This design comes from an exercise in tuning for a short achievable clock period and few clock cycles on the open sky130 flow, not from production work. RTL that was checked went through simulation tests only; none was proved equivalent to the original. Function not checked in runs 1 and 4 to 6: the RTL went through the layout flow alone. No activity file was given, so power comes from the tool's default toggle rates.

==> flow/design.v (outline; a module is shown in full before it is edited, if it fits) <==
// module x2: 3 lines
// module mj3: 3 lines
// module mul_pipe: 3523 lines
// module gcell: 4 lines
// module gcell_g: 3 lines
// module kx2: 3 lines
// module ks_add32: 302 lines
// module MIPS_Pipe: 296 lines
// module dff_r: 9 lines
// module dff: 7 lines
// module beq_cmp: 16 lines
// module eq32: 3 lines
// module late_sel: 7 lines
// module fwd3: 7 lines
// module fwd_slice: 13 lines
// module stall_calc: 13 lines
// module inc4: 16 lines
// module and2m: 3 lines
// module btb: 99 lines
// module btb_match: 8 lines
// module add10: 3 lines
// module dec5: 6 lines
// module rd10: 9 lines
// module ao8: 9 lines
module MIPS_Pipe (
    input  clk, reset,
    input  [31:0] imem_rdata,
    input  [31:0] dmem_rdata,
    output [31:0] imem_addr,
    output [31:0] dmem_addr,
    output [31:0] dmem_wdata,
    output dmem_we
);
  // ...
==> flow/flow/run.sh <==
#!/bin/bash
set -euo pipefail
MARGIN=$(cat flow/setup_margin)
CTSD=$(cat flow/cts_buf_distance)
RES=orfs/results/${FLOW_PLATFORM}/MIPS_Pipe/base
bash standard.sh SETUP_SLACK_MARGIN="$MARGIN" CTS_BUF_DISTANCE="$CTSD" 3_3_place_gp > flow_make_place.log 2>&1
openroad -no_init -exit -threads "${NUM_CORES:-8}" flow/move_out_regs.tcl > flow_move_out_regs.log 2>&1
bash standard.sh SETUP_SLACK_MARGIN="$MARGIN" CTS_BUF_DISTANCE="$CTSD" > flow_make_rest.log 2>&1
==> flow/flow/cts_buf_distance <==
150
==> flow/flow/move_out_regs.tcl <==
# Move each flip-flop that drives an output port's buffer next to that buffer.
set odb orfs/results/$::env(FLOW_PLATFORM)/MIPS_Pipe/base/3_3_place_gp.odb
read_db $odb
set block [ord::get_db_block]
set core [$block getCoreArea]
set cx [expr {([$core xMin] + [$core xMax]) / 2}]
set cy [expr {([$core yMin] + [$core yMax]) / 2}]
set moved 0
foreach bt [$block getBTerms] {
  if {[$bt getIoType] ne "OUTPUT"} { continue }
  set net [$bt getNet]
  set buf ""
  foreach it [$net getITerms] { if {[$it isOutputSignal]} { set buf [$it getInst] } }
  if {$buf eq ""} { continue }
  set innet ""
  foreach it [$buf getITerms] { if {[$it isInputSignal]} { set innet [$it getNet] } }
  if {$innet eq ""} { continue }
  set ff ""
  set nload 0
  foreach it [$innet getITerms] {
    if {[$it isOutputSignal]} { set ff [$it getInst] } else { incr nload }
  }
  if {$ff eq "" || $nload != 1} { continue }
  if {![string match "*df*" [[$ff getMaster] getName]]} { continue }
  set loc [$buf getLocation]
  set x [lindex $loc 0]
  set y [lindex $loc 1]
  # a few microns from the buffer, towards the core centre
  set dx [expr {$cx > $x ? 3000 : -3000}]
  set dy [expr {$cy > $y ? 3000 : -3000}]
  $ff setLocation [expr {$x + $dx}] [expr {$y + $dy}]
  $ff setPlacementStatus PLACED
  incr moved
  puts "moved [$ff getName] next to [$buf getName] for [$bt getName]"
}
puts "moved $moved flip-flops"
write_db $odb
==> flow/flow/setup_margin <==
8.5
==> flow/standard.sh <==
#!/bin/bash
# synth_recipe.tcl (not shown) runs the flow's synth.tcl, then flattens the netlist and writes it again
# the make line also repeats each setting of config.mk as NAME=value (left out here)
make -C /OpenROAD-flow-scripts/flow DESIGN_CONFIG=/design/flow/config.mk WORK_HOME=/design/flow/orfs CLKGATE_MAP_FILE= SYNTH_SCRIPT=/design/flow/synth_recipe.tcl "${@:-finish}"
==> flow/config.mk <==
export PLATFORM = sky130hd
export DESIGN_NAME = MIPS_Pipe
export DESIGN_NICKNAME = MIPS_Pipe
export VERILOG_FILES = /design/flow/design.v
export SDC_FILE = /design/flow/constraint.sdc
export NUM_CORES = 8
export LEC_CHECK = 0
export CAP_MARGIN = 20
export CORE_MARGIN = 2
export CORE_UTILIZATION = 50
export CTS_CLUSTER_DIAMETER = 60
export CTS_CLUSTER_SIZE = 20
export SLEW_MARGIN = 20
export SYNTH_HIERARCHICAL = 1
==> flow/constraint.sdc <==
create_clock -name core_clock -period 12.0 [get_ports {clk}]
set_input_delay 2.4000 -clock core_clock [delete_from_list [all_inputs] [get_ports {clk}]]
set_output_delay 2.4000 -clock core_clock [all_outputs]
set_load 0.01 [all_outputs]
==> qor.csv, run 1 <==
stage;metric;value;unit
finish;largest_class;multi-input combinational cells;
timing;rsz0062_at_grt;yes;
hold_path;min_path_type;flop to flop;
power;pg_comb;4.89;mW
placed_design;post-dp-hpwl;435.2;mm
finish;buffers_excl_clock;959;
power;finalPower;23.78;mW
power;total_leakage_power;73.57;nW
finish;multi_input_area;77670;µm²
drt;drtPass1Iterations;12;
finish;final_common_cell;edfxtp_1;
finish;antennaDiodeCount;54;
timing;worst_slew_pin_slew;1.231;ns
worst_setup_path;path_cells;buf_6 -> buf_12 -> buf_16 -> xnor2_2 -> nand4_1 -> nor4_4 -> buf_4 -> buf_12 -> nand3b_1 -> nand4_1 -> or4_4 -> o41ai_4 -> nand2b_4 -> buf_6 -> nor2_4 -> buf_12 -> buf_16 -> a222oi_1 -> nand3_1 -> mux2_4;
power;p_seq;10.9;mW
drt;post_drt_wl_per_cell;39.42;µm
clock_network;postCtsResizedCells;1345;
hold_path;worstHoldPathCells;0;
job;cap_violations;0;
drt;met3_wirelength;83.39;mm
drt;drt_iter0_markers;17210;
finish;reg.largest.list;rf x1024, btb_u.jt x416, btb_u.tg x160;
grt;met3_usage;12.05;%
worst_setup_path;crit_arrival;4.87;ns
clock_network;clockRootBuffer;clkbuf_16;
power;p_comb_share;20.5;%
run_status;status;timing/DRC/antenna clean;
drt;vias;114800;
finish;final-seq-area;72220;µm²
timing;finalClockSkew;0.09418;ns
placed_design;dpl_cell_area;155100;µm²
worst_setup_path;worstSetupStartpointType;flop;
worst_setup_path;critPathLaunch;pc_f[6]$_DFF_PN0_;
grt;met1_usage;57.75;%
finish;seq_share;41.68;%
finish;drive_gt1_share;26.38;%
clock_network;numCtsBuffers;230;
drt;wl_met1;255.2;mm
==> module MIPS_Pipe, before the edit <==
module MIPS_Pipe (
    input  clk, reset,
    input  [31:0] imem_rdata,
    input  [31:0] dmem_rdata,
    output [31:0] imem_addr,
    output [31:0] dmem_addr,
    output [31:0] dmem_wdata,
    output dmem_we
);
genvar k;
reg  [31:0] pc_f;
wire [31:0] pc_in;
wire [31:0] pc_in_o;
dff #(.W(32)) pc_out (.clk(clk), .d(pc_in_o), .q(imem_addr));
reg z, boot;
always @(posedge clk) z <= ~reset;
always @(posedge clk or negedge reset)
    if (!reset) boot <= 1'b1;
    else boot <= 1'b0;
wire fetch_ok = ~boot | z;
wire        j_f    = (imem_rdata[31:26] == 6'b000010);
wire        hit_t_f, hit_f_f;
wire [9:0]  btgt_f;
wire [25:0] bjf_f;
wire        ue_v, ud_v;
wire [9:0]  ud_pc;
btb btb_u (.clk(clk), .rst(reset), .pc(pc_f[11:2]),
           .ue_v(ue_v), .ue_pc(bpc_e), .ue_taken(taken_e), .ue_tgt(bt_e[11:2]),
           .ud_v(ud_v), .ud_pc(ud_pc), .ud_jf(instr_d[25:0]),
           .hit_t(hit_t_f), .hit_f(hit_f_f), .tgt(btgt_f), .jf(bjf_f));
wire [31:0] pcp4_f;
inc4 inc_f (.a(pc_f), .y(pcp4_f));
wire [31:0] jt_f   = {pcp4_f[31:28], imem_rdata[25:0], 2'b00};
wire [31:0] btb_pc_f  = {pc_f[31:12], btgt_f, 2'b00};
wire [31:0] fold_pc_f = {pc_f[31:28], bjf_f, 2'b00};
wire        fold_ok = ~&pc_f[27:12];
wire        predt_f = hit_t_f & ~j_f;
wire        fold_f  = hit_f_f & fold_ok;
wire [29:0] immp1_f = {{14{imem_rdata[15]}}, imem_rdata[15:0]} + 30'd1;
wire [31:0] immx_f  = {immp1_f, 2'b00};
wire [5:0]  op_f  = imem_rdata[31:26];
wire [5:0]  fn_f  = imem_rdata[5:0];
wire is_r_f    = (op_f == 6'b000000);
wire is_addi_f = (op_f == 6'b001000);
wire is_lw_f   = (op_f == 6'b100011);
wire is_sw_f   = (op_f == 6'b101011);
wire is_beq_f  = (op_f == 6'b000100);
wire use_imm_f = is_addi_f | is_lw_f | is_sw_f;
wire [4:0] dst_f = is_r_f ? imem_rdata[15:11] : imem_rdata[20:16];
wire [19:0] dec_f = {
    op_f == 6'b000010,                                   
    is_r_f & (fn_f == 6'b011100),                        
    is_r_f & (fn_f == 6'b101010),                        
    is_r_f & (fn_f == 6'b100101),                        
    is_r_f & (fn_f == 6'b100100),                        
    is_r_f & (fn_f == 6'b100010),                        
    use_imm_f | (is_r_f & (fn_f == 6'b100000)),          
    dst_f,                                               
    (is_r_f | is_addi_f | is_lw_f) & (dst_f != 5'd0),    
    is_r_f | is_beq_f,                                   
    is_r_f | use_imm_f | is_beq_f,                       
    use_imm_f,                                           
    is_beq_f,                                            
    is_sw_f,                                             
    is_lw_f,                                             
    predt_f & ~is_beq_f                                  
};
reg         valid_d;
reg  [31:0] instr_d, pc_d;
reg  [19:0] dec_d;
reg   [9:0] btgt_d;
reg         same_d;    
reg         predt_d;
reg  [31:0] immx_d;
wire [31:0] pcp4_d;
inc4 inc_d (.a(pc_d), .y(pcp4_d));
wire [4:0]  rs_d  = instr_d[25:21];
wire [4:0]  rt_d  = instr_d[20:16];
wire [31:0] imm_d = {{16{instr_d[15]}}, instr_d[15:0]};
wire is_j_d    = dec_d[19];
wire mul_d     = dec_d[18];
wire slt_d     = dec_d[17];
wire or_d      = dec_d[16];
wire and_d     = dec_d[15];
wire sub_d     = dec_d[14];
wire add_d     = dec_d[13];
wire [4:0] dst_d = dec_d[12:8];
wire wr_d      = dec_d[7];
wire uses_rt_d = dec_d[6];
wire uses_rs_d = dec_d[5];
wire use_imm_d = dec_d[4];
wire is_beq_d  = dec_d[3];
wire is_sw_d   = dec_d[2];
wire is_lw_d   = dec_d[1];
wire fix_d     = dec_d[0];
reg        wr_e, lw_e, mul_e, sw_e;
reg  [4:0] dst_e;
reg        wr_m, lw_m, mul_m;
reg  [4:0] dst_m;
reg        wr_w;
reg  [4:0] dst_w;
reg [31:0] res_m, res_w;
wire [31:0] mul_p;
wire [31:0] res_mc, res_wr;
wire [31:0] res_w_d = lw_m ? dmem_rdata : mul_m ? mul_p : res_m;
dff #(.W(32)) res_wr_u (.clk(clk), .d(res_w_d), .q(res_wr));
wire [31:0] wdata_w = res_wr;
reg [31:0] rf [1:31];
reg [31:1] rf_ok;
wire [31:0] rf_rs = (rs_d == 5'd0) ? 32'd0 :
                    (wr_w && dst_w == rs_d) ? wdata_w : (rf[rs_d] & {32{rf_ok[rs_d]}});
wire [31:0] rf_rt = (rt_d == 5'd0) ? 32'd0 :
                    (wr_w && dst_w == rt_d) ? wdata_w : (rf[rt_d] & {32{rf_ok[rt_d]}});
wire [4:0] rs_f = imem_rdata[25:21];
wire [31:1] rs_f_hot;
wire [309:0] rf_lo10;
generate for (k = 1; k < 32; k = k + 1) begin : rflo
    assign rf_lo10[10*(k-1)+9:10*(k-1)] = rf[k][9:0] & {10{rf_ok[k]}};
end endgenerate
dec5 rs_f_dec (.a(rs_f), .y(rs_f_hot));
wire [9:0] base10_f;
rd10 rs_f_rd (.sel(rs_f_hot), .d(rf_lo10), .y(base10_f));
wire rs_e_hit = wr_e && dst_e == rs_d;
wire rt_e_hit = wr_e && dst_e == rt_d;
wire rs_m_hit = wr_m && dst_m == rs_d;
wire rt_m_hit = wr_m && dst_m == rt_d;
wire [2:0] stall_x;
generate for (k = 0; k < 3; k = k + 1) begin : stl
    stall_calc u (.valid(valid_d), .uses_rs(uses_rs_d), .uses_rt(uses_rt_d), .is_sw(is_sw_d),
        .rs(rs_d), .rt(rt_d), .wr_e(wr_e), .lw_e(lw_e), .mul_e(mul_e), .dst_e(dst_e),
        .stall(stall_x[k]));
end endgenerate
wire stall_pc = stall_x[0];
wire stall_dr = stall_x[1];
wire stall_d  = stall_x[2];
wire [31:0] bt_d;
wire bt_cout;
ks_add32 bt_add (.a(pc_d), .b(immx_d), .cin(1'b0), .s(bt_d), .cout(bt_cout));
wire redir_d  = valid_d & ~stall_d  & fix_d;
wire redir_pc = valid_d & ~stall_pc & fix_d;
wire hold_pc = stall_pc | ~fetch_ok | ~reset;
wire s_hold = hold_pc;
wire s_rd   = ~hold_pc & redir_pc;
wire s_j    = ~hold_pc & ~redir_pc & j_f;
wire s_b    = ~hold_pc & ~redir_pc & ~j_f & hit_t_f;
wire s_fd   = ~hold_pc & ~redir_pc & ~j_f & ~hit_t_f & fold_f;
wire s_p    = ~hold_pc & ~redir_pc & ~j_f & ~hit_t_f & ~fold_f;
reg  [9:0] raw10, base10_d;
reg        fresh_d;
wire [9:0] base10_e = fresh_d ? raw10 : base10_d;
reg        el_e;
reg        wl_v;
reg  [4:0] wl_dst;
reg  [9:0] wl_val;
wire rs_w_hit  = wr_w && dst_w == rs_d;
wire rs_l_hit  = wl_v && wl_dst == rs_d;
wire [9:0] imm10 = instr_d[9:0];
wire [9:0] a10_m, a10_w, a10_l, a10_r;
add10 ad_m (.a(res_m[9:0]), .b(imm10), .y(a10_m));
add10 ad_w (.a(res_w[9:0]), .b(imm10), .y(a10_w));
add10 ad_l (.a(wl_val),     .b(imm10), .y(a10_l));
add10 ad_r (.a(base10_e),   .b(imm10), .y(a10_r));
wire [9:0] addr10_d = (rs_d == 5'd0) ? imm10 : rs_m_hit ? a10_m :
                      rs_w_hit ? a10_w : rs_l_hit ? a10_l : a10_r;
wire el_d = valid_d & is_lw_d & ~rs_e_hit & ~(rs_m_hit & (lw_m | mul_m)) & ~sw_e & ~lw_e;
wire [3:0] sel_next = {rs_e_hit, ~rs_e_hit & rs_m_hit,
                       ~use_imm_d & rt_e_hit, ~use_imm_d & ~rt_e_hit & rt_m_hit};
reg  [31:0] opa_e, opb_e, sd_e, bt_e, pcp4_e;
reg   [9:0] btgt_e;
reg         same_e;
reg  [19:0] pch_e;
reg         fa_m_e, fa_w_e, fb_m_e, fb_w_e, fs_m_e, fs_w_e, fs_l_e;
reg         add_e, sub_e, and_e, or_e, slt_e, beq_e, predt_e;
reg   [9:0] bpc_e;
wire [31:0] a_e, b_e, s_e;
generate for (k = 0; k < 4; k = k + 1) begin : fwd
    fwd_slice #(.W(8)) a (.clk(clk), .sm_d(sel_next[3]), .sw_d(sel_next[2]),
        .m(res_m[8*k+7:8*k]), .w(res_w[8*k+7:8*k]), .r(opa_e[8*k+7:8*k]), .y(a_e[8*k+7:8*k]));
    fwd_slice #(.W(8)) b (.clk(clk), .sm_d(sel_next[1]), .sw_d(sel_next[0]),
        .m(res_m[8*k+7:8*k]), .w(res_w[8*k+7:8*k]), .r(opb_e[8*k+7:8*k]), .y(b_e[8*k+7:8*k]));
end endgenerate
fwd3 fwd_s (.sm(fs_m_e), .sw(fs_w_e), .m(res_mc), .w(res_w), .r(sd_e),  .y(s_e));
wire [31:0] sum_e, diff_e;
wire        c_sum_e, c_diff_e;
ks_add32 add_u (.a(a_e), .b(b_e),  .cin(1'b0), .s(sum_e),  .cout(c_sum_e));
ks_add32 sub_u (.a(a_e), .b(~b_e), .cin(1'b1), .s(diff_e), .cout(c_diff_e));
wire        lt_e   = ~c_diff_e;    
wire [31:0] alu_e  = ({32{add_e}} & sum_e) | ({32{sub_e}} & diff_e) |
                     ({32{and_e}} & (a_e & b_e)) | ({32{or_e}} & (a_e | b_e)) |
                     {31'd0, slt_e & lt_e} | ({32{el_e}} & dmem_rdata);
wire taken_e;
beq_cmp cmp_u (.res_m(res_mc), .res_w(res_w), .opa(opa_e), .opb(opb_e),
               .fa_m(fa_m_e), .fa_w(fa_w_e), .fb_m(fb_m_e), .fb_w(fb_w_e),
               .taken(taken_e));
wire tmatch_e = (pch_e == bt_e[31:12]) & (btgt_e == bt_e[11:2]);
wire redir_t = beq_e & (predt_e ? ~tmatch_e : ~same_e);
wire redir_n = beq_e & predt_e & ~(same_e & tmatch_e);
wire [31:0] pc_t, pc_n;
ao8 pcsel_t (.s({redir_t, {6{~redir_t}} & {s_hold, s_rd, s_j, s_b, s_fd, s_p}}),
             .x7(bt_e), .x6(pc_f), .x5(pcp4_d), .x4(jt_f), .x3(btb_pc_f), .x2(fold_pc_f),
             .x1(pcp4_f), .y(pc_t));
ao8 pcsel_n (.s({redir_n, {6{~redir_n}} & {s_hold, s_rd, s_j, s_b, s_fd, s_p}}),
             .x7(pcp4_e), .x6(pc_f), .x5(pcp4_d), .x4(jt_f), .x3(btb_pc_f), .x2(fold_pc_f),
             .x1(pcp4_f), .y(pc_n));
assign ue_v  = beq_e & (taken_e | predt_e);
assign ud_v  = valid_d & is_j_d;
assign ud_pc = pc_d[11:2] - 10'd1;
wire vd = stall_d ? valid_d : ~redir_d;
wire b0 = stall_d | ~valid_d;
wire valid_d_next, bubble_d;
late_sel #(.W(34)) tsel_u (.s(taken_e),
    .x1({pc_t, ~redir_t & vd, redir_t | b0}),
    .x0({pc_n, ~redir_n & vd, redir_n | b0}),
    .y({pc_in, valid_d_next, bubble_d}));
late_sel #(.W(32)) tsel_o (.s(taken_e), .x1(pc_t), .x0(pc_n), .y(pc_in_o));
mul_pipe mul_u (.clk(clk), .res_m(res_mc), .res_w(res_w),
                .opa(opa_e), .opb(opb_e), .sel_d(sel_next), .p(mul_p));
reg  [31:0] sd_m;
reg         we_m;
dff #(.W(32)) addr_out (.clk(clk), .d(el_d ? {22'd0, addr10_d} : alu_e), .q(dmem_addr));
dff #(.W(32)) res_mc_u (.clk(clk), .d(alu_e),   .q(res_mc));
assign dmem_wdata = sd_m;
assign dmem_we    = we_m;
integer i;
always @(posedge clk or negedge reset) begin
    if (!reset) begin
        pc_f <= 32'd0;
        valid_d <= 1'b0;
        predt_d <= 1'b0;
        wr_e <= 1'b0; lw_e <= 1'b0; mul_e <= 1'b0; dst_e <= 5'd0; el_e <= 1'b0;
        sw_e <= 1'b0; beq_e <= 1'b0; predt_e <= 1'b0;
        wr_m <= 1'b0; lw_m <= 1'b0; mul_m <= 1'b0; dst_m <= 5'd0; we_m <= 1'b0;
        wr_w <= 1'b0; dst_w <= 5'd0;
        rf_ok <= 31'd0;
        wl_v  <= 1'b0;
    end else begin
        pc_f    <= pc_in;
        valid_d <= valid_d_next & fetch_ok;
        if (!stall_dr) predt_d <= predt_f;
        wr_e  <= wr_d & ~bubble_d;
        lw_e  <= is_lw_d & ~el_d & ~bubble_d;
        el_e  <= el_d & ~bubble_d;
        mul_e <= mul_d & ~bubble_d;
        sw_e  <= is_sw_d & ~bubble_d;
        beq_e <= is_beq_d & ~bubble_d;
        dst_e <= dst_d;
        predt_e <= predt_d;
        wr_m  <= wr_e;
        lw_m  <= lw_e;
        mul_m <= mul_e;
        dst_m <= dst_e;
        we_m  <= sw_e;
        wr_w  <= wr_m;
        dst_w <= dst_m;
        if (wr_w) rf_ok[dst_w] <= 1'b1;
        wl_v  <= wr_w;
    end
end
always @(posedge clk) begin
    raw10    <= base10_f;
    fresh_d  <= ~stall_dr;
    base10_d <= rs_w_hit ? wdata_w[9:0] : rs_l_hit ? wl_val : base10_e;
    wl_dst   <= dst_w;
    wl_val   <= wdata_w[9:0];
    if (!stall_dr) begin
        instr_d <= imem_rdata;
        dec_d   <= dec_f;
        pc_d    <= pc_f;
        btgt_d  <= btgt_f;
        same_d  <= (imem_rdata[15:0] == 16'd0);
        immx_d  <= immx_f;
    end
    add_e <= add_d & ~el_d;
    sub_e <= sub_d;
    and_e <= and_d;
    or_e  <= or_d;
    slt_e <= slt_d;
    {fa_m_e, fa_w_e, fb_m_e, fb_w_e} <= sel_next;
    fs_m_e <= rt_e_hit & ~lw_e;
    fs_w_e <= ~rt_e_hit & rt_m_hit;
    fs_l_e <= rt_e_hit & lw_e;
    opa_e  <= rf_rs;
    opb_e  <= use_imm_d ? imm_d : rf_rt;
    sd_e   <= rf_rt;
    bt_e   <= bt_d;
    pcp4_e <= pcp4_d;
    btgt_e <= btgt_d;
    same_e <= same_d;
    pch_e  <= pc_d[31:12];
    bpc_e  <= pc_d[11:2];
    res_m  <= alu_e;
    if (wr_w) rf[dst_w] <= wdata_w;
    sd_m   <= fs_l_e ? dmem_rdata : s_e;
    res_w  <= res_w_d;
end
endmodule
==> run 2: changes to the inputs <==
--- a/flow/design.v
+++ b/flow/design.v
@@ -3867,5 +3867,6 @@
 wire [9:0]  ud_pc;
+wire [25:0] ud_jf;
 btb btb_u (.clk(clk), .rst(reset), .pc(pc_f[11:2]),
            .ue_v(ue_v), .ue_pc(bpc_e), .ue_taken(taken_e), .ue_tgt(bt_e[11:2]),
-           .ud_v(ud_v), .ud_pc(ud_pc), .ud_jf(instr_d[25:0]),
+           .ud_v(ud_v), .ud_pc(ud_pc), .ud_jf(ud_jf),
            .hit_t(hit_t_f), .hit_f(hit_f_f), .tgt(btgt_f), .jf(bjf_f));
@@ -4045,5 +4046,7 @@
              .x1(pcp4_f), .y(pc_n));
+wire is_nop_d = ~wr_d & ~is_sw_d & ~is_beq_d & ~is_j_d;
 assign ue_v  = beq_e & (taken_e | predt_e);
-assign ud_v  = valid_d & is_j_d;
+assign ud_v  = valid_d & (is_j_d | is_nop_d);
 assign ud_pc = pc_d[11:2] - 10'd1;
+assign ud_jf = is_j_d ? instr_d[25:0] : pcp4_d[27:2];
 wire vd = stall_d ? valid_d : ~redir_d;
==> qor.csv, run 2 <==
stage;metric;value;unit;change
hold_path;holdPathEnd;btb_u.re_pc[1]$_DFF_P_;;
finish;final_common_cell;edfxtp_1;;
grt;globalRouteOverflowTotal;0;;
finish;drive_gt1_share;26.24;%;-0.13 points
clock_network;clk_pin_slew;0.09;ns;
placed_design;place_ws;6.325;ns;
worst_setup_path;r2r_cells;16;;
die;dieArea;300600;µm²;
finish;largest_reg_flops;1024;;
finish;final-seq-area;72290;µm²;+0.10%
hold_path;min_from;bpc_e[1]$_DFF_P_;;
power;cellPowerDensity;148.6;nW/µm²;
grt;track_usage;41.01;%;
timing;hold_violations;0;;
timing;rsz0062_at_grt;yes;;
drt;vias;111300;;-3.0%
grt;antenna_found_initial;83;;
finish;areaGrowthSynthToFinish;15.78;%;
worst_setup_path;cp.required;9.60;ns;
timing;fin_crit;3.881;ns;
die;start_util;50.33;%;
worst_setup_path;rr_startpoint;pc_f[10]$_DFF_PN0_;;
hold_path;worstHoldPathCells;0;;unchanged
synthesis;ys_warn_count;24;;
worst_setup_path;slowest_delay;0.36;ns;
grt;grt_max_degree;94;;
finish;nNetsFinal;12480;;
placed_design;dp_cells;15650;;
die;die_w;548.3;µm;
drt;vias_per_cell;6.749;;
timing;finalSetupTns;0;ns;
die;die_y;548.3;µm;
hold_path;min_path_type;flop to flop;;
finish;mostFrequentLayoutCells;edfxtp_1 (1802), and2_1 (1517), xor2_1 (1499);;
worst_setup_path;ff2ff_setup_slack;8.30;ns;
worst_setup_path;critPathTopFamily;flip-flops;;
drt;ant_nets;0;;
die;core;294300;µm²;
clock_network;htreeDepth;4;;
worst_setup_path;path_buf_inv;1;;
timing;fmax;257.6;MHz;
clock_network;clockRootBuffer;clkbuf_16;;
worst_setup_path;worstSetupStartpointType;flop;;
placed_design;post-dp-hpwl;415.5;mm;-4.5%
grt;grt_pass1_wl;861.6;mm;
clock_network;worstSkewPairLatency;0.98;ns;
finish;fillers;23650;;
synthesis;syn_inst;11910;;
power;finalPower;25.48;mW;+7.1%
timing;fin_crit_sh;32.34;%;
timing;slew_headroom;18.01;%;
worst_setup_path;slowest_stage;dfxtp_2;;
job;cap_violations;0;;unchanged
worst_setup_path;path_cells;buf_8;;
power;total_leakage_power;72.13;nW;-2.0%
synthesis;syn_area;148100;µm²;
drt;drtPass1Iterations;11;;-1
clock_network;cts_buffer_depth;5;;
worst_setup_path;crit_type;flop to primary output;;
placed_design;finalWeightedCongestion;1.044;;
die;num_rows;199;;
drt;post_drt_wl_per_cell;38.49;µm;-2.4%
drt;routed_wl;635.0;mm;
finish;largest-register;rf;;
run_status;status;timing/DRC/antenna clean;;
worst_setup_path;crit_arrival;1.48;ns;-3.39 ns
synthesis;synth.avg_cell_area;12.43;µm²;
placed_design;io_buffers;162;;
worst_setup_path;end_kind;primary output;;
power;vdd_drop_max;0.1643;mV;
clock_network;cts_tree;yes;;
drt;route.detailed.drc;0;;
finish;reg.largest.list;rf x1024, btb_u.jt x416, btb_u.tg x160;;
timing;finalClockSkew;0.08798;ns;-0.006200 ns
timing;setup_slack;8.119;ns;
worst_setup_path;r2r-end;pc_out.q[16]$_DFF_P_;;
clock_network;clock_sinks;2641;;
drt;drt_iter0_markers;17010;;-1.2%
timing;setup_viol;0;;
timing;worst_slew_pin_slew;1.230;ns;-0.001481 ns
worst_setup_path;crit_fanout;1;;
finish;multi_input_area;77020;µm²;-0.83%
grt;grt_pass1_vias;106400;;
clock_network;numCtsBuffers;223;;-3.0%
finish;stdcell_count;16500;;
timing;drv_slew;0;;
die;boundaryPins;163;;
run 2: timing repair:
item,in CTS,in global routing
cloned,28,11
pin swaps,220,252
gates resized for setup,1378,502
setup endpoints to repair,661,492
buffers inserted,183,162
hold buffers,0,0
hold endpoints to repair,0,0
run 2: worst max-delay path by stage:
| stage | from | to | slack, ns | cells after the start |
|---|---|---|---|---|
| floorplan | imem_rdata[28] | pc_f[10]$_DFF_PN0_ | 8.01 | 10 |
| global placement | imem_rdata[29] | pc_f[19]$_DFF_PN0_ | 6.41 | 11 |
| detailed placement | imem_rdata[29] | pc_out.q[17]$_DFF_P_ | 6.32 | 11 |
| CTS | pc_out.q[24]$_DFF_P_ | imem_addr[24] | 8.09 | 1 |
| global route | pc_out.q[24]$_DFF_P_ | imem_addr[24] | 8.09 | 1 |
| finish | pc_out.q[24]$_DFF_P_ | imem_addr[24] | 8.12 | 1 |
run 2: power by group:
part,switching [mW],internal (mW)
logic,3.65,2.21
clock network,3.85,3.91
registers,1.15,10.7
total,8.65,16.8
run 2: cell type report:
class | count | share of cell area [%]
antenna | 63 | 0.09193
clock buffer | 258 | 3.384
clock inverter | 136 | 1.053
timing repair buffer | 840 | 5.335
sequential | 2641 | 42.15
inverter | 95 | 0.2116
tap | 3919 | 2.859
multi-input combinational | 8543 | 44.91
run 2: metrics by stage:
step | area [µm²] | util [%] | hold slack (ns)
2_1_floorplan | 148300 | - | 0.3096
3_3_place_gp | 154300 | 52.44 | 0.3112
3_5_place_dp | 154400 | 52.48 | 0.3120
4_1_cts | 167300 | 56.86 | 0.3217
5_1_grt | 171400 | 58.25 | 0.3234
6_report | 171500 | 58.27 | 0.3198
run 2: per-layer routing:
metal	part of all wire, %	track usage, %
met2	43	60.14
met4	7.5	26.47
met1	38	54.65
met3	11	9.583
met5	0.022	0
Testbench counts of run 2, summed over its fixed seeds: cycles 105,474.
==> run 3: changes to the inputs <==
==> flow/flow/run.sh (replaced) <==
#!/bin/bash
set -euo pipefail
MARGIN=$(cat flow/setup_margin)
CTSD=$(cat flow/cts_buf_distance)
RES=orfs/results/${FLOW_PLATFORM}/MIPS_Pipe/base
bash standard.sh SETUP_SLACK_MARGIN="$MARGIN" CTS_BUF_DISTANCE="$CTSD" \
    BUFFER_PORTS_ARGS="-buffer_cell sky130_fd_sc_hd__buf_4" 3_3_place_gp > flow_make_place.log 2>&1
openroad -no_init -exit -threads "${NUM_CORES:-8}" flow/move_out_regs.tcl > flow_move_out_regs.log 2>&1
bash standard.sh SETUP_SLACK_MARGIN="$MARGIN" CTS_BUF_DISTANCE="$CTSD" \
    BUFFER_PORTS_ARGS="-buffer_cell sky130_fd_sc_hd__buf_4" > flow_make_rest.log 2>&1
==> qor.csv, run 3 <==
stage;metric;value;unit;change
drt;met3_wirelength;72.81;mm;+4.7%
worst_setup_path;end_kind;primary output;;
finish;largest-register;rf;;
worst_setup_path;slowest_stage;dfxtp_2;;
clock_network;numCtsBuffers;234;;+4.9%
drt;ant_nets;0;;unchanged
drt;vias;112900;;+1.4%
die;boundaryPins;163;;unchanged
finish;areaGrowthSynthToFinish;16.88;%;
worst_setup_path;crit_type;flop to primary output;;
synthesis;ys_warn_count;24;;unchanged
drt;drt_iter0_markers;16280;;-4.3%
finish;nNetsFinal;12590;;+0.90%
hold_path;worstHoldPathCells;0;;unchanged
finish;fin_util;58.83;%;+0.55 points
power;total_leakage_power;72.84;nW;+1.0%
grt;grt_pass1_vias;107800;;+1.3%
finish;stdcell_count;16630;;+0.83%
job;cap_violations;0;;unchanged
placed_design;io_buffers;162;;unchanged
timing;finalSetupTns;0;ns;unchanged
worst_setup_path;cp.required;9.60;ns;about the same
hold_path;min_path_type;flop to flop;;
worst_setup_path;crit_cells;1;;unchanged
finish;drive_gt1_share;27.89;%;+1.6 points
placed_design;post-dp-hpwl;416.9;mm;+0.33%
clock_network;cts_buffer_depth;5;;unchanged
drt;drtPass1Iterations;10;;-1
grt;globalRouteOverflowTotal;0;;unchanged
timing;setup_viol;0;;unchanged
timing;fin_crit_sh;32.82;%;+0.48 points
synthesis;syn_inst;11910;;unchanged
clock_network;clockRootBuffer;clkbuf_16;;
clock_network;clk_pin_slew;0.08;ns;about the same
timing;setup_slack;8.061;ns;-0.05746 ns
timing;slew_headroom;9.285;%;-8.7 points
drt;vias_per_cell;6.788;;+0.58%
die;die_y;548.3;µm;unchanged
die;core;294300;µm²;unchanged
drt;post_drt_wl_per_cell;39.14;µm;+1.7%
drt;wl_met1;242.5;mm;-0.82%
worst_setup_path;r2r_cells;14;;-2
die;dieArea;300600;µm²;unchanged
drt;routed_wl;651.0;mm;+2.5%
timing;fmax;253.9;MHz;-1.5%
timing;rsz0062_at_grt;yes;;
power;finalPower;25.82;mW;+1.3%
timing;hold_ws;0.2923;ns;-0.02757 ns
power;cellPowerDensity;149.1;nW/µm²;+0.37%
finish;fillers;23500;;-0.65%
run_status;status;timing/DRC/antenna clean;;
grt;track_usage;41.93;%;+0.92 points
finish;reg.largest.list;rf x1024, btb_u.jt x416, btb_u.tg x160;;
worst_setup_path;crit_fanout;1;;unchanged
die;start_util;50.33;%;unchanged
worst_setup_path;slowest_delay;0.36;ns;about the same
power;vdd_drop_max;0.1386;mV;-16%
placed_design;dpl_cell_area;154100;µm²;-0.23%
worst_setup_path;crit_arrival;1.54;ns;+0.06 ns
finish;final_common_cell;edfxtp_1;;
drt;top_layer_used;met5;;
timing;fin_crit;3.939;ns;+0.05746 ns
grt;grt_max_degree;81;;-14%
grt;antenna_found_initial;85;;+2.4%
grt;grt_pass1_wl;878.6;mm;+2.0%
placed_design;place_ws;6.360;ns;+0.03561 ns
timing;worst_slew_pin_slew;1.359;ns;+0.1294 ns
clock_network;clock_sinks;2641;;unchanged
drt;route.detailed.drc;0;;unchanged
synthesis;syn_area;148100;µm²;unchanged
die;die_w;548.3;µm;unchanged
synthesis;synth.avg_cell_area;12.43;µm²;unchanged
worst_setup_path;critPathTopFamily;flip-flops;;
finish;stdcell_area;173100;µm²;+0.95%
worst_setup_path;path_cells;buf_12;;
timing;finalClockSkew;0.09830;ns;+0.01032 ns
placed_design;finalWeightedCongestion;0.9971;;-4.5%
clock_network;htreeDepth;4;;unchanged
worst_setup_path;path_buf_inv;1;;unchanged
drt;routed-wl-met2;280.4;mm;+2.8%
clock_network;cts_tree;yes;;
worst_setup_path;worstSetupStartpointType;flop;;
placed_design;dp_cells;15650;;-0.019%
finish;largest_reg_flops;1024;;unchanged
die;num_rows;199;;unchanged
clock_network;worstSkewPairLatency;1.02;ns;+0.04 ns
timing;drv_slew;0;;unchanged
timing;hold_violations;0;;unchanged
finish;mostFrequentLayoutCells;edfxtp_1 (1802), and2_1 (1510), xor2_1 (1483);;
run 3: final timing paths:
check,from,endpoint,slack [ns]
setup / recovery,pc_out.q[23]$_DFF_P_,imem_addr[23],8.06
hold / removal,dec_d[11]$_DFFE_PN_,dst_e[3]$_DFF_PN0_,0.29
setup reg to reg,fwd[1].b.sw$_DFF_P_,addr_out.q[26]$_DFF_P_,8.13
hold reg to reg,dec_d[11]$_DFFE_PN_,dst_e[3]$_DFF_PN0_,0.29
max in group asynchronous,reset,pc_f[10]$_DFF_PN0_,9.71
min in group asynchronous,reset,rf_ok[12]$_DFFE_PN0P_,1.22
run 3: metal layers:
metal  GRT usage, %  vias up
met5              0        -
met1          53.87    57610
met3          10.64     1918
met4          29.31       34
met2          62.13     7711
li1               -    45620
run 3: repair_timing:
item | in CTS | in global routing
hold buffers | 0 | 0
buffers inserted | 242 | 206
endpoints found under the setup margin | 722 | 413
gates cloned | 28 | 14
resized for setup | 1051 | 412
pin swaps | 197 | 252
run 3: power breakdown:
part	leakage, nW	internal [mW]	switching [mW]	total, mW
Sequential	24.8	10.7	1.17	11.9
Clock	3.80	4.00	3.95	7.96
Combinational	44.3	2.27	3.70	5.97
Total	72.8	17.0	8.82	25.8
run 3: cell type report:
class	count	area (µm²)	area share, %
flip-flops and latches	2641	72280	41.75
clock inverters	148	1782	1.029
repair buffers	939	10050	5.806
multi-input cells	8545	77460	44.74
well taps	3919	4903	2.832
clock buffers	275	6105	3.526
diodes	70	175.2	0.1012
inverters	95	360.3	0.2081
==> module btb, before the edit <==
module btb (
    input clk, rst,
    input [9:0] pc,                     
    input ue_v, ue_taken,               
    input [9:0] ue_pc, ue_tgt,
    input ud_v,                         
    input [9:0] ud_pc,
    input [25:0] ud_jf,
    output hit_t, hit_f,
    output [9:0] tgt,
    output [25:0] jf
);
reg        v   [0:15];
reg        t   [0:15];
reg        fv  [0:15];
reg  [5:0] tag [0:15];
reg  [9:0] tg  [0:15];
reg [25:0] jt  [0:15];
reg        re_v, re_taken, rd_v;
reg  [9:0] re_pc, re_tgt, rd_pc;
reg [25:0] rd_jf;
always @(posedge clk) begin
    re_taken <= ue_taken;
    re_pc    <= ue_pc;
    re_tgt   <= ue_tgt;
    rd_pc    <= ud_pc;
    rd_jf    <= ud_jf;
end
wire [15:0] m;
genvar i;
generate for (i = 0; i < 16; i = i + 1) begin : e
    btb_match #(.I(i)) u (.pc(pc), .v(v[i]), .tag(tag[i]), .m(m[i]));
end endgenerate
reg ht, hf;
reg [9:0] tsel;
reg [25:0] jsel;
integer j;
always @(*) begin
    ht = 1'b0; hf = 1'b0; tsel = 10'd0; jsel = 26'd0;
    for (j = 0; j < 16; j = j + 1) begin
        ht = ht | (m[j] & t[j]);
        hf = hf | (m[j] & ~t[j] & fv[j]);
        tsel = tsel | ({10{m[j]}} & tg[j]);
        jsel = jsel | ({26{m[j]}} & jt[j]);
    end
end
assign hit_t = ht;
assign hit_f = hf;
assign tgt = tsel;
assign jf = jsel;
integer n;
always @(posedge clk or negedge rst) begin
    if (!rst) begin
        re_v <= 1'b0;
        rd_v <= 1'b0;
        for (n = 0; n < 16; n = n + 1) begin
            v[n] <= 1'b0; t[n] <= 1'b0; fv[n] <= 1'b0;
        end
    end else begin
        re_v <= ue_v;
        rd_v <= ud_v;
        for (n = 0; n < 16; n = n + 1) begin
            if (re_v && re_pc[3:0] == n && rd_v && rd_pc[3:0] == n && re_pc == rd_pc) begin
                v[n] <= 1'b1; t[n] <= re_taken; fv[n] <= 1'b1;
            end else if (re_v && re_pc[3:0] == n) begin
                if (v[n] && tag[n] == re_pc[9:4]) t[n] <= re_taken;
                else if (re_taken) begin
                    v[n] <= 1'b1; t[n] <= 1'b1; fv[n] <= 1'b0;
                end
            end else if (rd_v && rd_pc[3:0] == n) begin
                if (v[n] && tag[n] == rd_pc[9:4]) fv[n] <= 1'b1;
                else begin
                    v[n] <= 1'b1; t[n] <= 1'b0; fv[n] <= 1'b1;
                end
            end
        end
    end
end
integer q;
always @(posedge clk) begin
    for (q = 0; q < 16; q = q + 1) begin
        if (re_v && re_pc[3:0] == q && rd_v && rd_pc[3:0] == q && re_pc == rd_pc) begin
            tag[q] <= re_pc[9:4];
            if (re_taken) tg[q] <= re_tgt;
            jt[q] <= rd_jf;
        end else if (re_v && re_pc[3:0] == q) begin
            if (v[q] && tag[q] == re_pc[9:4]) begin
                if (re_taken) tg[q] <= re_tgt;
            end else if (re_taken) begin
                tag[q] <= re_pc[9:4];
                tg[q] <= re_tgt;
            end
        end else if (rd_v && rd_pc[3:0] == q) begin
            tag[q] <= rd_pc[9:4];
            jt[q] <= rd_jf;
        end
    end
end
endmodule
==> run 4: changes to the inputs <==
--- a/flow/design.v
+++ b/flow/design.v
@@ -3862,5 +3862,5 @@
 wire        j_f    = (imem_rdata[31:26] == 6'b000010);
-wire        hit_t_f, hit_f_f;
+wire        hit_t_f, bhit_f;
 wire [9:0]  btgt_f;
-wire [25:0] bjf_f;
+wire [25:0] blow_f;
 wire        ue_v, ud_v;
@@ -3868,6 +3868,7 @@
 wire [25:0] ud_jf;
+wire        fold_ok = ~&pc_f[27:12];
 btb btb_u (.clk(clk), .rst(reset), .pc(pc_f[11:2]),
            .ue_v(ue_v), .ue_pc(bpc_e), .ue_taken(taken_e), .ue_tgt(bt_e[11:2]),
-           .ud_v(ud_v), .ud_pc(ud_pc), .ud_jf(ud_jf),
-           .hit_t(hit_t_f), .hit_f(hit_f_f), .tgt(btgt_f), .jf(bjf_f));
+           .ud_v(ud_v), .ud_pc(ud_pc), .ud_jf(ud_jf), .fold_ok(fold_ok),
+           .hit_t(hit_t_f), .hit(bhit_f), .tgt(btgt_f), .nlow(blow_f));
 wire [31:0] pcp4_f;
@@ -3875,7 +3876,4 @@
 wire [31:0] jt_f   = {pcp4_f[31:28], imem_rdata[25:0], 2'b00};
-wire [31:0] btb_pc_f  = {pc_f[31:12], btgt_f, 2'b00};
-wire [31:0] fold_pc_f = {pc_f[31:28], bjf_f, 2'b00};
-wire        fold_ok = ~&pc_f[27:12];
+wire [31:0] btb_pc_f = {pc_f[31:28], blow_f[25:10] | ({16{hit_t_f}} & pc_f[27:12]), blow_f[9:0], 2'b00};
 wire        predt_f = hit_t_f & ~j_f;
-wire        fold_f  = hit_f_f & fold_ok;
 wire [29:0] immp1_f = {{14{imem_rdata[15]}}, imem_rdata[15:0]} + 30'd1;
@@ -3986,5 +3984,3 @@
 wire s_j    = ~hold_pc & ~redir_pc & j_f;
-wire s_b    = ~hold_pc & ~redir_pc & ~j_f & hit_t_f;
-wire s_fd   = ~hold_pc & ~redir_pc & ~j_f & ~hit_t_f & fold_f;
-wire s_p    = ~hold_pc & ~redir_pc & ~j_f & ~hit_t_f & ~fold_f;
+wire s_p    = ~hold_pc & ~redir_pc & ~j_f;    
 reg  [9:0] raw10, base10_d;
@@ -4040,8 +4036,9 @@
 wire [31:0] pc_t, pc_n;
-ao8 pcsel_t (.s({redir_t, {6{~redir_t}} & {s_hold, s_rd, s_j, s_b, s_fd, s_p}}),
-             .x7(bt_e), .x6(pc_f), .x5(pcp4_d), .x4(jt_f), .x3(btb_pc_f), .x2(fold_pc_f),
-             .x1(pcp4_f), .y(pc_t));
-ao8 pcsel_n (.s({redir_n, {6{~redir_n}} & {s_hold, s_rd, s_j, s_b, s_fd, s_p}}),
-             .x7(pcp4_e), .x6(pc_f), .x5(pcp4_d), .x4(jt_f), .x3(btb_pc_f), .x2(fold_pc_f),
-             .x1(pcp4_f), .y(pc_n));
+wire [31:0] pc_t0, pc_n0;
+ao6 pcsel_t (.s({redir_t, {4{~redir_t}} & {s_hold, s_rd, s_j, s_p}}),
+             .x5(bt_e), .x4(pc_f), .x3(pcp4_d), .x2(jt_f), .x1(pcp4_f), .y(pc_t0));
+ao6 pcsel_n (.s({redir_n, {4{~redir_n}} & {s_hold, s_rd, s_j, s_p}}),
+             .x5(pcp4_e), .x4(pc_f), .x3(pcp4_d), .x2(jt_f), .x1(pcp4_f), .y(pc_n0));
+late_sel #(.W(32)) bsel_t (.s(bhit_f & s_p & ~redir_t), .x1(btb_pc_f), .x0(pc_t0), .y(pc_t));
+late_sel #(.W(32)) bsel_n (.s(bhit_f & s_p & ~redir_n), .x1(btb_pc_f), .x0(pc_n0), .y(pc_n));
 wire is_nop_d = ~wr_d & ~is_sw_d & ~is_beq_d & ~is_j_d;
@@ -4242,5 +4239,7 @@
     input [25:0] ud_jf,
-    output hit_t, hit_f,
+    input fold_ok,                      
+    output hit_t,                       
+    output hit,                         
     output [9:0] tgt,
-    output [25:0] jf
+    output [25:0] nlow      
 );
@@ -4269,11 +4268,11 @@
 reg [9:0] tsel;
-reg [25:0] jsel;
+reg [25:0] nsel;
 integer j;
 always @(*) begin
-    ht = 1'b0; hf = 1'b0; tsel = 10'd0; jsel = 26'd0;
+    ht = 1'b0; hf = 1'b0; tsel = 10'd0; nsel = 26'd0;
     for (j = 0; j < 16; j = j + 1) begin
         ht = ht | (m[j] & t[j]);
-        hf = hf | (m[j] & ~t[j] & fv[j]);
+        hf = hf | (m[j] & (t[j] | (fv[j] & fold_ok)));
         tsel = tsel | ({10{m[j]}} & tg[j]);
-        jsel = jsel | ({26{m[j]}} & jt[j]);
+        nsel = nsel | ({26{m[j]}} & (t[j] ? {16'd0, tg[j]} : jt[j]));
     end
@@ -4281,5 +4280,5 @@
 assign hit_t = ht;
-assign hit_f = hf;
+assign hit = hf;
 assign tgt = tsel;
-assign jf = jsel;
+assign nlow = nsel;
 integer n;
@@ -4359,10 +4358,9 @@
 endmodule
-module ao8 (
-    input [6:0] s,
-    input [31:0] x7, x6, x5, x4, x3, x2, x1,
+module ao6 (
+    input [4:0] s,
+    input [31:0] x5, x4, x3, x2, x1,
     output [31:0] y
 );
-assign y = ({32{s[6]}} & x7) | ({32{s[5]}} & x6) | ({32{s[4]}} & x5) |
-           ({32{s[3]}} & x4) | ({32{s[2]}} & x3) | ({32{s[1]}} & x2) |
-           ({32{s[0]}} & x1);
+assign y = ({32{s[4]}} & x5) | ({32{s[3]}} & x4) | ({32{s[2]}} & x3) |
+           ({32{s[1]}} & x2) | ({32{s[0]}} & x1);
 endmodule
==> qor.csv, run 4 <==
stage;metric;value;unit;change
worst_setup_path;end_kind;flop;;
die;die_w;551.9;µm;+0.66%
clock_network;ctsHoldBuffers;0;;unchanged
die;num_rows;201;;+1.0%
clock_network;htreeDepth;4;;unchanged
clock_network;numCtsBuffers;242;;+3.4%
timing;worst_slew_pin_slew;1.335;ns;-0.02454 ns
hold_path;min_path_type;flop to flop;;
clock_network;clock_sinks;2641;;unchanged
finish;areaGrowthSynthToFinish;14.98;%;
clock_network;clk_pin_slew;0.08;ns;about the same
worst_setup_path;worstSetupStartpointType;flop;;
run_status;status;timing/DRC/antenna clean;;
die;dieArea;304600;µm²;+1.3%
grt;grt_pass1_vias;108900;;+1.0%
die;start_util;50.15;%;-0.18 points
finish;nNetsFinal;12760;;+1.4%
synthesis;syn_area;150100;µm²;+1.3%
synthesis;synth.avg_cell_area;12.21;µm²;-1.8%
worst_setup_path;crit_arrival;4.95;ns;+3.41 ns
timing;fin_crit_sh;34.20;%;+1.4 points
drt;vias;114900;;+1.8%
worst_setup_path;crit_type;flop to flop;;
placed_design;post-dp-hpwl;417.6;mm;+0.17%
timing;slew_headroom;10.72;%;+1.4 points
die;die_y;551.9;µm;+0.66%
synthesis;syn_inst;12290;;+3.2%
drt;route.detailed.drc;0;;unchanged
placed_design;io_buffers;162;;unchanged
timing;fmax;243.7;MHz;-4.0%
power;cellPowerDensity;151.6;nW/µm²;+1.7%
timing;fin_crit;4.103;ns;+0.1647 ns
finish;final_common_cell;edfxtp_1;;
timing;finalSetupTns;0;ns;unchanged
job;cap_violations;0;;unchanged
power;finalPower;26.16;mW;+1.3%
drt;drt_iter0_markers;18560;;+14%
die;boundaryPins;163;;unchanged
power;vdd_drop_max;0.1475;mV;+6.4%
clock_network;cts_buffer_depth;5;;unchanged
finish;largest_reg_flops;1024;;unchanged
timing;rsz0062_at_grt;yes;;
power;total_leakage_power;72.76;nW;-0.12%
synthesis;ys_warn_count;24;;unchanged
timing;drv_slew;0;;unchanged
clock_network;worstSkewPairLatency;1.02;ns;about the same
timing;setup_viol;0;;unchanged
finish;mostFrequentLayoutCells;edfxtp_1 (1802), and2_1 (1536), xor2_1 (1448);;
clock_network;clockRootBuffer;clkbuf_16;;
drt;ant_nets;0;;unchanged
timing;hold_violations;0;;unchanged
drt;routed_wl;654.4;mm;+0.53%
grt;globalRouteOverflowTotal;0;;unchanged
die;core;299300;µm²;+1.7%
drt;post_drt_wl_per_cell;38.88;µm;-0.67%
drt;vias_per_cell;6.829;;+0.60%
grt;track_usage;41.71;%;-0.22 points
worst_setup_path;cp.required;12.85;ns;+3.25 ns
finish;largest-register;rf;;
grt;grt_max_degree;72;;-11%
timing;finalClockSkew;0.1071;ns;+0.008787 ns
worst_setup_path;crit_fanout;11;;+10
finish;reg.largest.list;rf x1024, btb_u.jt x416, btb_u.tg x160;;
grt;antenna_found_initial;87;;+2.4%
grt;grt_pass1_wl;882.5;mm;+0.45%
placed_design;finalWeightedCongestion;1.009;;+1.2%
clock_network;cts_tree;yes;;
finish;drive_gt1_share;26.52;%;-1.4 points
drt;drtPass1Iterations;10;;unchanged
run 4: area by class of cell:
cell class | instances | area [µm²]
Antenna cell | 50 | 125.1
Clock buffer | 270 | 6222
Clock inverter | 167 | 2126
Fill cell | 24370 | 126700
Inverter | 94 | 375.4
Multi-Input combinational cell | 8880 | 78740
Sequential cell | 2641 | 72220
Tap cell | 3958 | 4952
Timing Repair Buffer | 772 | 7801
run 4: through the flow:
step                      util (%)  hold slack, ns  cell area [µm²]  instances  setup slack [ns]
after CTS                    56.35          0.3299           168600      16620             8.099
after floorplan                  -          0.3096           150300      12310             8.004
after global routing         57.62          0.3325           172500      16790             7.920
after detailed placement     52.14          0.3136           156000      16030             6.503
after global placement       52.10          0.3120           155900      16020             6.653
final                        57.66          0.3278           172600      16830             7.897
run 4: final timing paths:
check                                         endpoint  cells after the start               from  slack, ns
worst max-delay path              pc_out.q[28]$_DFF_P_                     15  pc_f[9]$_DFF_PN0_       7.90
worst min-delay path            btb_u.re_pc[3]$_DFF_P_                      0   bpc_e[3]$_DFF_P_       0.33
worst max register to register    pc_out.q[28]$_DFF_P_                     15  pc_f[9]$_DFF_PN0_       7.90
worst min register to register  btb_u.re_pc[3]$_DFF_P_                      0   bpc_e[3]$_DFF_P_       0.33
max in group asynchronous           dst_w[2]$_DFF_PN0_                      2              reset       9.40
min in group asynchronous           pc_f[22]$_DFF_PN0_                      1              reset       1.31
run 4: worst max-delay path, cell delays in order (launching register included):
cell and delay [ns]:
dfrtp_4 0.59, buf_16 0.22, xor2_1 0.25, nor4_4 0.07, buf_6 0.14, a22o_4 0.27
a221oi_1 0.22, nand4_1 0.50, a21o_1 0.35, nand4_1 0.12, buf_6 0.14, nor2_4 0.05
buf_6 0.14, buf_12 0.16, mux2_4 0.30, mux2_4 0.40
run 4: routing by layer:
metal,vias to the layer above,track usage [%],wire length (µm)
li1,46540,-,-
met1,58280,57.25,257100
met2,8225,59.55,272200
met3,1860,14.02,88080
met4,34,18.87,36740
met5,-,0.1563,283
run 4: report_power, final:
| part | internal (mW) | switching (mW) |
|---|---|---|
| logic | 2.28 | 3.75 |
| registers | 10.6 | 1.21 |
| clock network | 4.15 | 4.14 |
run 4: what timing repair did:
item	CTS	global route
gates resized for setup	755	483
cloned	12	8
setup buffers	145	154
hold endpoints to repair	0	0
setup endpoints to repair	796	466
pin swaps	54	223
==> run 5: changes to the inputs <==
==> flow/flow/run.sh (replaced) <==
#!/bin/bash
set -euo pipefail
MARGIN=$(cat flow/setup_margin)
CTSD=$(cat flow/cts_buf_distance)
RES=orfs/results/${FLOW_PLATFORM}/MIPS_Pipe/base
bash standard.sh SETUP_SLACK_MARGIN="$MARGIN" CTS_BUF_DISTANCE="$CTSD" 3_3_place_gp > flow_make_place.log 2>&1
openroad -no_init -exit -threads "${NUM_CORES:-8}" flow/move_out_regs.tcl > flow_move_out_regs.log 2>&1
bash standard.sh SETUP_SLACK_MARGIN="$MARGIN" CTS_BUF_DISTANCE="$CTSD" > flow_make_rest.log 2>&1
==> qor.csv, run 5 <==
stage;metric;value;unit;change
clock_network;clockRootBuffer;clkbuf_16;;
timing;finalSetupTns;0;ns;unchanged
placed_design;io_buffers;162;;unchanged
die;die_y;551.9;µm;unchanged
drt;vias;115100;;+0.12%
job;cap_violations;0;;unchanged
finish;areaGrowthSynthToFinish;14.76;%;
finish;nNetsFinal;12770;;+0.055%
hold_path;min_path_type;flop to flop;;
timing;slew_headroom;9.942;%;-0.77 points
hold_path;worstHoldPathCells;0;;unchanged
grt;grt_pass1_wl;886.6;mm;+0.47%
drt;ant_nets;0;;unchanged
power;vdd_drop_max;0.1376;mV;-6.7%
synthesis;syn_area;150100;µm²;unchanged
die;num_rows;201;;unchanged
clock_network;clock_sinks;2641;;unchanged
timing;worst_slew_pin_slew;1.351;ns;+0.01613 ns
power;cellPowerDensity;150.7;nW/µm²;-0.62%
power;netSwitchingFraction;34.76;%;about the same
die;core;299300;µm²;unchanged
power;power_frac_seq;45.5;%;+0.2 points
worst_setup_path;cp.required;12.84;ns;about the same
power;p_int;16.93;mW;-0.76%
synthesis;ys_warn_count;24;;unchanged
placed_design;finalWeightedCongestion;1.015;;+0.66%
worst_setup_path;r2r-end;pc_out.q[28]$_DFF_P_;;
die;start_util;50.15;%;unchanged
timing;finalClockSkew;0.1115;ns;+0.004431 ns
die;boundaryPins;163;;unchanged
finish;drive_gt1_share;25.42;%;-1.1 points
worst_setup_path;end_kind;flop;;
finish;largest_reg_flops;1024;;unchanged
grt;globalRouteOverflowTotal;0;;unchanged
timing;rsz0062_at_grt;yes;;
timing;fin_crit_sh;33.32;%;-0.88 points
hold_path;min_from;bpc_e[0]$_DFF_P_;;
power;total_leakage_power;72.77;nW;about the same
grt;grt_max_degree;113;;+57%
timing;hold_ws;0.3308;ns;+0.002970 ns
synthesis;syn_inst;12290;;unchanged
drt;drtPass1Iterations;12;;+2
worst_setup_path;crit_arrival;4.84;ns;-0.11 ns
clock_network;clk_pin_slew;0.08;ns;about the same
grt;antenna_found_initial;104;;+20%
worst_setup_path;crit_fanout;25;;+14
worst_setup_path;rr_startpoint;pc_f[8]$_DFF_PN0_;;
placed_design;post-dp-hpwl;431.8;mm;+3.4%
synthesis;synth.avg_cell_area;12.21;µm²;unchanged
worst_setup_path;r2r_cells;15;;unchanged
drt;routed_wl;655.3;mm;+0.15%
run_status;status;timing/DRC/antenna clean;;
timing;setup_viol;0;;unchanged
finish;reg.largest.list;rf x1024, btb_u.jt x416, btb_u.tg x160;;
timing;fmax;250.1;MHz;+2.6%
worst_setup_path;worstSetupStartpointType;input port;;
drt;vias_per_cell;6.839;;+0.15%
finish;largest-register;rf;;
finish;final_common_cell;edfxtp_1;;
die;die_w;551.9;µm;unchanged
drt;drt_iter0_markers;18040;;-2.8%
clock_network;htreeDepth;4;;unchanged
power;p_comb_share;23.1;%;about the same
die;dieArea;304600;µm²;unchanged
drt;route.detailed.drc;0;;unchanged
finish;mostFrequentLayoutCells;edfxtp_1 (1802), and2_1 (1537), xor2_1 (1508);;
clock_network;worstSkewPairLatency;1.04;ns;+0.02 ns
hold_path;holdPathEnd;btb_u.re_pc[0]$_DFF_P_;;
grt;track_usage;41.75;%;about the same
clock_network;numCtsBuffers;234;;-3.3%
worst_setup_path;ff2ff_setup_slack;8.00;ns;+0.11 ns
drt;post_drt_wl_per_cell;38.95;µm;+0.18%
power;p_switching;9.021;mW;-0.88%
clock_network;cts_buffer_depth;5;;unchanged
clock_network;cts_tree;yes;;
worst_setup_path;crit_type;input port to flop;;
grt;grt_pass1_vias;109900;;+0.88%
timing;fin_crit;3.998;ns;-0.1053 ns
timing;hold_violations;0;;unchanged
timing;drv_slew;0;;unchanged
power;pwr-share-clk;31.4;%;-0.3 points
==> run 5: cell types whose count changed in the layout (fill, tap and decap cells not counted), moves of 10 or more <==
cell,before,now
buf_6,171,131
clkinv_8,41,25
xor2_2,147,85
dfxtp_1,428,446
nor2_4,66,41
buf_12,55,71
clkdlybuf4s50_1,0,48
buf_2,1,37
dlygate4sd2_1,0,10
nor2_1,167,185
dfxtp_2,177,154
buf_4,500,435
xor2_1,1448,1508
==> run 5: power groups by stage <==
stage | Clock [mW] | Combinational [mW] | Sequential, mW
after CTS | 8.17 | 5.58 | 11.7
after global placement | 0 | 5.22 | 11.9
after global routing | 8.49 | 6.23 | 11.8
after detailed placement | 0 | 5.30 | 11.9
final | 8.14 | 6.00 | 11.8
after floorplan | 0 | 3.30 | 11.3
==> run 5: repair_timing <==
item,in CTS,in global routing
gates cloned,15,17
hold buffers,0,0
setup endpoints to repair,711,425
buffers inserted,138,149
pin swaps,68,143
gates resized for setup,1210,450
hold endpoints to repair,0,0
==> run 5: layout make-up <==
class                      count  area (µm²)
fill                       24470      127000
multi-input combinational   8881       78460
sequential                  2641       72200
timing repair buffer         786        8050
clock buffer                 261        6130
tap                         3958        4952
clock inverter               153        1958
inverter                      94       370.4
antenna                       52       130.1
==> run 5: how the worst max path moves through the flow <==
| stage | from | to | cells past startpoint |
|---|---|---|---|
| after global routing | pc_f[8]$_DFF_PN0_ | pc_out.q[12]$_DFF_P_ | 17 |
| final | imem_rdata[31] | pc_out.q[28]$_DFF_P_ | 11 |
| after detailed placement | imem_rdata[25] | raw10[9]$_DFF_P_ | 6 |
| after CTS | pc_out.q[21]$_DFF_P_ | imem_addr[21] | 1 |
| after floorplan | imem_rdata[29] | pc_f[30]$_DFF_PN0_ | 9 |
| after global placement | imem_rdata[24] | raw10[9]$_DFF_P_ | 6 |
==> run 5: metal layers <==
metal  track usage (%)  up-vias  share of wire [%]
met2             60.40     8282                 42
met1             57.02    58290                 39
met3             13.35     1858                 13
li1                  -    46600                  -
met5                 0        -              0.046
met4             19.07       44                5.6
==> run 5: worst max-delay path, cell delays in order <==
cell and delay [ns]:
clkdlybuf4s50_1 0.52, nor2_1 0.07, nand3_2 0.17, inv_1 0.10, nand3_2 0.14, nor2_4 0.10, buf_8 0.19, a222oi_1 0.33
nand2_1 0.08, mux2_4 0.28, mux2_4 0.39
==> run 5: metrics by stage <==
stage / cells / total power [mW] / cell area, µm² / util, % / setup WS, ns
3_3_place_gp: 16040 / 17.13 / 156400 / 52.25 / 6.275
6_report: 16830 / 25.95 / 172200 / 57.56 / 8.002
3_5_place_dp: 16040 / 17.19 / 156500 / 52.28 / 6.298
2_1_floorplan: 12310 / 14.63 / 150300 / - / 8.004
4_1_cts: 16610 / 25.47 / 168400 / 56.26 / 8.092
5_1_grt: 16780 / 26.55 / 172100 / 57.51 / 7.912
==> run 6: changes to the inputs <==
--- a/flow/design.v
+++ b/flow/design.v
@@ -4035,3 +4035,2 @@
 wire redir_n = beq_e & predt_e & ~(same_e & tmatch_e);
-wire [31:0] pc_t, pc_n;
 wire [31:0] pc_t0, pc_n0;
@@ -4041,4 +4040,2 @@
              .x5(pcp4_e), .x4(pc_f), .x3(pcp4_d), .x2(jt_f), .x1(pcp4_f), .y(pc_n0));
-late_sel #(.W(32)) bsel_t (.s(bhit_f & s_p & ~redir_t), .x1(btb_pc_f), .x0(pc_t0), .y(pc_t));
-late_sel #(.W(32)) bsel_n (.s(bhit_f & s_p & ~redir_n), .x1(btb_pc_f), .x0(pc_n0), .y(pc_n));
 wire is_nop_d = ~wr_d & ~is_sw_d & ~is_beq_d & ~is_j_d;
@@ -4051,7 +4048,11 @@
 wire valid_d_next, bubble_d;
-late_sel #(.W(34)) tsel_u (.s(taken_e),
-    .x1({pc_t, ~redir_t & vd, redir_t | b0}),
-    .x0({pc_n, ~redir_n & vd, redir_n | b0}),
-    .y({pc_in, valid_d_next, bubble_d}));
-late_sel #(.W(32)) tsel_o (.s(taken_e), .x1(pc_t), .x0(pc_n), .y(pc_in_o));
+wire [31:0] pc_tn, pc_tn_o;
+wire bsel;
+late_sel #(.W(35)) tsel_u (.s(taken_e),
+    .x1({pc_t0, ~redir_t & vd, redir_t | b0, s_p & ~redir_t}),
+    .x0({pc_n0, ~redir_n & vd, redir_n | b0, s_p & ~redir_n}),
+    .y({pc_tn, valid_d_next, bubble_d, bsel}));
+late_sel #(.W(32)) tsel_o (.s(taken_e), .x1(pc_t0), .x0(pc_n0), .y(pc_tn_o));
+late_sel #(.W(32)) bsel_u (.s(bhit_f & bsel), .x1(btb_pc_f), .x0(pc_tn),   .y(pc_in));
+late_sel #(.W(32)) bsel_o (.s(bhit_f & bsel), .x1(btb_pc_f), .x0(pc_tn_o), .y(pc_in_o));
 mul_pipe mul_u (.clk(clk), .res_m(res_mc), .res_w(res_w),
==> qor.csv, run 6 <==
stage;metric;value;unit;change
finish;nNetsFinal;13320;;+4.3%
timing;fin_crit_sh;32.52;%;-0.80 points
clock_network;htreeDepth;4;;unchanged
power;cellPowerDensity;147.3;nW/µm²;-2.2%
timing;finalSetupTns;0;ns;unchanged
die;start_util;50.30;%;+0.15 points
clock_network;clk_pin_slew;0.08;ns;about the same
worst_setup_path;r2r-end;pc_out.q[12]$_DFF_P_;;
die;dieArea;306300;µm²;+0.55%
drt;route.detailed.drc;0;;unchanged
die;die_w;553.4;µm;+0.28%
worst_setup_path;worstSetupStartpointType;flop;;
worst_setup_path;crit_arrival;4.75;ns;-0.09 ns
finish;largest_reg_flops;1024;;unchanged
worst_setup_path;r2r_cells;14;;-1
finish;stdcell_count;17380;;+3.3%
timing;fmax;256.3;MHz;+2.5%
hold_path;min_from;bpc_e[4]$_DFF_P_;;
grt;antenna_found_initial;96;;-7.7%
worst_setup_path;end_kind;flop;;
finish;fillers;24470;;-0.0082%
drt;routed_wl;653.0;mm;-0.36%
die;num_rows;201;;unchanged
finish;reg.largest.list;rf x1024, btb_u.jt x416, btb_u.tg x160;;
grt;grt_pass1_wl;878.9;mm;-0.87%
clock_network;cts_tree;yes;;
timing;setup_viol;0;;unchanged
run_status;status;timing/DRC/antenna clean;;
placed_design;dp_cells;16550;;+3.2%
die;core;300000;µm²;+0.25%
clock_network;worstSkewPairLatency;1.02;ns;-0.02 ns
clock_network;cts_buffer_depth;5;;unchanged
finish;areaGrowthSynthToFinish;15.09;%;
drt;drtPass1Iterations;12;;unchanged
timing;drv_slew;0;;unchanged
die;boundaryPins;163;;unchanged
clock_network;ctsHoldBuffers;0;;unchanged
drt;drt_iter0_markers;18200;;+0.89%
hold_path;worstHoldPathCells;0;;unchanged
timing;fin_crit;3.902;ns;-0.09600 ns
clock_network;clock_sinks;2641;;unchanged
timing;worst_slew_pin_slew;1.364;ns;+0.01301 ns
drt;ant_nets;0;;unchanged
grt;globalRouteOverflowTotal;0;;unchanged
synthesis;syn_area;150900;µm²;+0.56%
drt;vias_per_cell;6.754;;-1.2%
synthesis;ys_warn_count;24;;unchanged
worst_setup_path;cp.required;12.84;ns;about the same
timing;hold_violations;0;;unchanged
hold_path;holdPathEnd;btb_u.re_pc[4]$_DFF_P_;;
power;finalPower;25.59;mW;-1.4%
clock_network;clockRootBuffer;clkbuf_16;;
worst_setup_path;ff2ff_setup_slack;8.10;ns;+0.10 ns
timing;slew_headroom;9.075;%;-0.87 points
finish;drive_gt1_share;23.14;%;-2.3 points
synthesis;synth.avg_cell_area;11.74;µm²;-3.8%
job;cap_violations;0;;unchanged
hold_path;min_path_type;flop to flop;;
die;die_y;553.4;µm;+0.28%
power;total_leakage_power;75.45;nW;+3.7%
worst_setup_path;rr_startpoint;pc_f[5]$_DFF_PN0_;;
worst_setup_path;crit_type;flop to flop;;
drt;post_drt_wl_per_cell;37.57;µm;-3.5%
timing;finalClockSkew;0.1206;ns;+0.009049 ns
clock_network;numCtsBuffers;237;;+1.3%
timing;rsz0062_at_grt;yes;;
grt;grt_max_degree;107;;-5.3%
placed_design;finalWeightedCongestion;0.9781;;-3.7%
finish;largest-register;rf;;
worst_setup_path;crit_fanout;19;;-24%
finish;final_common_cell;edfxtp_1;;
placed_design;post-dp-hpwl;410.8;mm;-4.9%
grt;grt_pass1_vias;111000;;+1.0%
drt;vias;117400;;+2.0%
power;vdd_drop_max;0.1384;mV;+0.58%
timing;hold_ws;0.3292;ns;-0.001563 ns
placed_design;io_buffers;162;;unchanged
grt;track_usage;40.67;%;-1.1 points
finish;mostFrequentLayoutCells;edfxtp_1 (1802), and2_1 (1538), xor2_1 (1488);;
synthesis;syn_inst;12850;;+4.5%
## run 6: report_power, final
| part | switching (mW) | internal [mW] |
|---|---|---|
| sequential | 1.07 | 10.7 |
| clock | 4.09 | 4.18 |
| combinational | 3.46 | 2.09 |
## run 6: metrics by stage
stage / worst slack [ns] / area [µm²] / utilization (%)
after floorplan: 7.946 / 151100 / -
after global placement: 5.768 / 157200 / 52.40
after detailed placement: 5.684 / 157300 / 52.41
after CTS: 8.122 / 169300 / 56.41
after global routing: 8.062 / 173600 / 57.87
final: 8.098 / 173700 / 57.89
## run 6: final cells by class
| type | count | area [µm²] | area share [%] |
|---|---|---|---|
| inverters | 100 | 394.1 | 0.2269 |
| clock buffers | 260 | 6101 | 3.512 |
| diodes | 44 | 110.1 | 0.06339 |
| well taps | 3958 | 4952 | 2.851 |
| multi-input cells | 9413 | 79540 | 45.79 |
| clock inverters | 172 | 2186 | 1.258 |
| flip-flops and latches | 2641 | 72120 | 41.52 |
| repair buffers | 795 | 8295 | 4.776 |
## run 6: worst max-delay path by stage
stage | slack [ns] | end | depth (start not counted) | start
finish | 8.10 | pc_out.q[12]$_DFF_P_ | 14 | pc_f[5]$_DFF_PN0_
global route | 8.06 | pc_out.q[12]$_DFF_P_ | 13 | pc_f[7]$_DFF_PN0_
CTS | 8.12 | dmem_wdata[4] | 1 | sd_m[4]$_DFF_P_
detailed placement | 5.68 | pc_out.q[29]$_DFF_P_ | 9 | imem_rdata[29]
global placement | 5.77 | pc_f[29]$_DFF_PN0_ | 9 | imem_rdata[29]
floorplan | 7.95 | pc_f[30]$_DFF_PN0_ | 9 | imem_rdata[29]
## run 6: worst max-delay path, stage by stage, from the launching register on
cell	delay (ns)
dfrtp_4	0.55
buf_12	0.22
buf_4	0.13
nor4b_2	0.03
nand4_1	0.10
nor2_1	0.07
clkbuf_16	0.21
and2_4	0.21
or4_1	0.45
nand4b_1	0.40
buf_12	0.26
a21o_1	0.23
and2_2	0.33
buf_16	0.20
mux2_4	0.36
## run 6: per-layer routing
metal | global-route usage, % | up-vias | wire [µm]
met2 | 59.38 | 8035 | 276400
met5 | 0 | - | 93
met1 | 55.84 | 59630 | 258400
met3 | 12.03 | 1545 | 85400
met4 | 17.80 | 14 | 32740
li1 | - | 48180 | -
## run 6: what timing repair did
action | CTS | global route
endpoints found under the hold margin | 0 | 0
cloned | 31 | 26
resized for setup | 1207 | 525
pin swaps | 126 | 193
setup buffers | 114 | 182
endpoints found under the setup margin | 738 | 524

separate check: timing with driven ports:
How much do the figures lean on ideal ports? The routed layouts below were timed once more, with nothing changed but the port constraints. Step 1, drivers: a clkbuf_16 drives clk and a buf_2 each remaining input, both assumed. Step 2 times the ports against the registers' clock, not the clock port: input delays grow and output delays shrink by t, the midpoint of the rising clock arrivals with the driver on. Slacks: no drivers / after step 1 / after step 2; pairs: no drivers / after step 1.
run	shift t [ns]	slack for setup (ns)
run 1	1.083	7.965 / 7.965 / 6.972
run 2	1.043	8.119 / 8.015 / 7.245
run 3	1.080	8.061 / 7.958 / 6.970
run 4	1.086	7.897 / 7.897 / 7.015
run 5	1.093	8.002 / 8.003 / 6.994
run 6	1.066	8.098 / 8.043 / 7.050
After both steps every run listed still meets setup and hold.
